Source: an optimization exercise on an open RTL-to-GDS flow (aim: a short achievable clock period and few clock cycles). Production flows keep margins and buffers that such runs may drop. Function was checked by simulation only, so behaviour that the tests miss may differ from the original. No activity file was given, so power comes from the tool's default toggle rates.

Design CPU, start of the top module:
module CPU(
 input clk,
 input rst,
 output [9:0] imem_addr,
 input  [19:0] imem_rdata,
 output [9:0] dmem_addr,
 output [19:0] dmem_wdata,
 output dmem_we,
 input  [19:0] dmem_rdata
);
clock: 7.0 ns
lec_check: 0
abc_clock_period_in_ps: 2200
cap_margin: 20
core_margin: 2
core_utilization: 40
setup_slack_margin: 4.8
slew_margin: 20
tns_end_percent: 100
standard.sh (not shown) runs the stock make flow with config.mk's settings and CLKGATE_MAP_FILE= SYNTH_SCRIPT=/design/flow/synth_recipe.tcl, a recipe that flattens the netlist after the stock synthesis.
==> flow/flow/run.sh <==
#!/bin/bash
# Standard layout, with the port buffers made from a stronger buffer cell
# than the one ORFS picks by default (a slow delay buffer).
set -e
export BUFFER_PORTS_ARGS="-buffer_cell sky130_fd_sc_hd__buf_8"
bash standard.sh > standard.log 2>&1
Testbench counts at the start, summed over its fixed seeds: cycles 23,217.
Edit:
==> flow/run.sh (new file) <==
#!/bin/bash
# synth_recipe.tcl (not shown) runs the flow's synth.tcl, then flattens the netlist and writes it again
# the make line also repeats each setting of config.mk as NAME=value (left out here)
make -C /OpenROAD-flow-scripts/flow DESIGN_CONFIG=/design/flow/config.mk WORK_HOME=/design/flow/orfs CLKGATE_MAP_FILE= SYNTH_SCRIPT=/design/flow/synth_recipe.tcl finish
removed: flow/flow/run.sh
removed: flow/standard.sh
Cell area falls by 0.30%.
First-iteration DRC count rises by 6.0%.
Setup slack gets worse by 0.058 ns.
Clock-buffer cell count falls by 8.
Utilization falls by 0.17 points.
Register-to-register slack stays flat.

* * *

alpha:
CPU, a different RTL version from the one above (not shown whole).
Size in the first run: about 2900 cells after synthesis, roughly 83 I/O pins.
Settings: LEC_CHECK=0, ABC_CLOCK_PERIOD_IN_PS=2200, CAP_MARGIN=20, CORE_MARGIN=2, CORE_UTILIZATION=40, CTS_CLUSTER_DIAMETER=60, CTS_CLUSTER_SIZE=30, SETUP_SLACK_MARGIN=4.8, SLEW_MARGIN=20, TNS_END_PERCENT=100; clock period 7.0 ns.
run.sh (not shown) runs the stock make flow with config.mk's settings and CLKGATE_MAP_FILE= SYNTH_SCRIPT=/design/flow/synth_recipe.tcl, a recipe that flattens the netlist after the stock synthesis.
Stock flow here: none of the scripts above is used.
Testbench counts of alpha, summed over its fixed seeds: cycles 23,217.
### alpha -> beta
- removing CTS_CLUSTER_DIAMETER (formerly 60)
- removing CTS_CLUSTER_SIZE (formerly 30)
==> flow/flow/run.sh (new file) <==
#!/bin/bash
# Standard layout, with the port buffers made from a stronger buffer cell
# than the one ORFS picks by default (a slow delay buffer).
set -e
export BUFFER_PORTS_ARGS="-buffer_cell sky130_fd_sc_hd__buf_8"
bash standard.sh > standard.log 2>&1
==> flow/standard.sh (new file) <==
#!/bin/bash
# synth_recipe.tcl (not shown) runs the flow's synth.tcl, then flattens the netlist and writes it again
# the make line also repeats each setting of config.mk as NAME=value (left out here)
make -C /OpenROAD-flow-scripts/flow DESIGN_CONFIG=/design/flow/config.mk WORK_HOME=/design/flow/orfs CLKGATE_MAP_FILE= SYNTH_SCRIPT=/design/flow/synth_recipe.tcl "${@:-finish}"
removed: flow/run.sh
Results
Compared with alpha, beta shows a lower register fraction of the total cell area. Diff alpha -> beta: power drawn by the clock network moved up, routed wire length on met3 moved up, placed wire-length estimate after detailed placement moved up, fraction of power consumed by combinational cells moved down. As far as core area goes, alpha and beta are indistinguishable; the numbers are identical. beta vs alpha — area of all placed cells without fillers climbed slightly.
#### Input delta (gamma over beta)
==> flow/run.sh (new file) <==
#!/bin/bash
# synth_recipe.tcl (not shown) runs the flow's synth.tcl, then flattens the netlist and writes it again
# the make line also repeats each setting of config.mk as NAME=value (left out here)
make -C /OpenROAD-flow-scripts/flow DESIGN_CONFIG=/design/flow/config.mk WORK_HOME=/design/flow/orfs CLKGATE_MAP_FILE= SYNTH_SCRIPT=/design/flow/synth_recipe.tcl finish
removed: flow/flow/run.sh
removed: flow/standard.sh
gamma | status: complete | timing, DRC, antenna: pass
Compared with beta, in gamma global-route usage went down 0.80 points; net count of the finished layout went up about 0.7%.
Compared with beta, gamma shows a higher largest net degree at the start of global routing.
Compared with beta, gamma shows a lower wire length after detailed routing.
Number of register bits inferred by synthesis came out exactly the same in beta and gamma.
Summary of gamma over beta: proportion of cell area spent on the clock network now sits higher, clock buffer instance count of the final layout now sits higher, final area now sits higher.
Cell count (higher): gamma
--- input diff gamma..delta ---
- changing ABC_CLOCK_PERIOD_IN_PS from 2200 to 1500
==> comparison <==
delta ended with every stage complete and zero timing, DRC or antenna violations. Status: antenna diode instance count parity (gamma, delta). gamma -> delta: depth of the worst hold-timing path delta 0, exact match. On count of clock-buffer cells in the layout, gamma tracks delta almost exactly. delta -> gamma: smallest setup slack after layout delta 0, exact match. From gamma to delta the numbers moved as follows: clock period minus final worst setup slack neither gained nor lost much, wire length flat.

==> what the ideal ports hide <==
Ports are ideal in the flow. The routed layouts listed here were re-timed in OpenROAD. Step 1: set_driving_cell puts a clkbuf_16 on clk and a buf_2 on each other input, an assumption about the parent block. Step 2, shift: input delay + t, output delay - t, t = (earliest + latest rising clock arrival at the registers) / 2. This alone moves slack from input paths to output paths. a / b / c = ideal ports / drivers / drivers and shift; a / b = the first two.
| run | t (ns) | setup slack, ns | worst slew at a driven data input, ns |
|---|---|---|---|
| the first run of note 1 | 0.693 | 4.121 / 4.143 / 3.450 | 0.27 |
| the second run of note 1 | 0.719 | 4.062 / 4.085 / 3.366 | 0.16 |
| alpha | 0.731 | 4.191 / 4.196 / 3.465 | 0.17 |
| beta | 0.722 | 4.092 / 4.092 / 3.402 | 0.20 |
| gamma | 0.707 | 4.159 / 4.168 / 3.461 | 0.17 |
| delta | 0.707 | 4.159 / 4.168 / 3.461 | 0.17 |
After both steps every run listed still meets setup and hold. The setup slack of alpha, which loses most, moves by +0.005 ns with the drivers and by -0.726 ns with both steps.
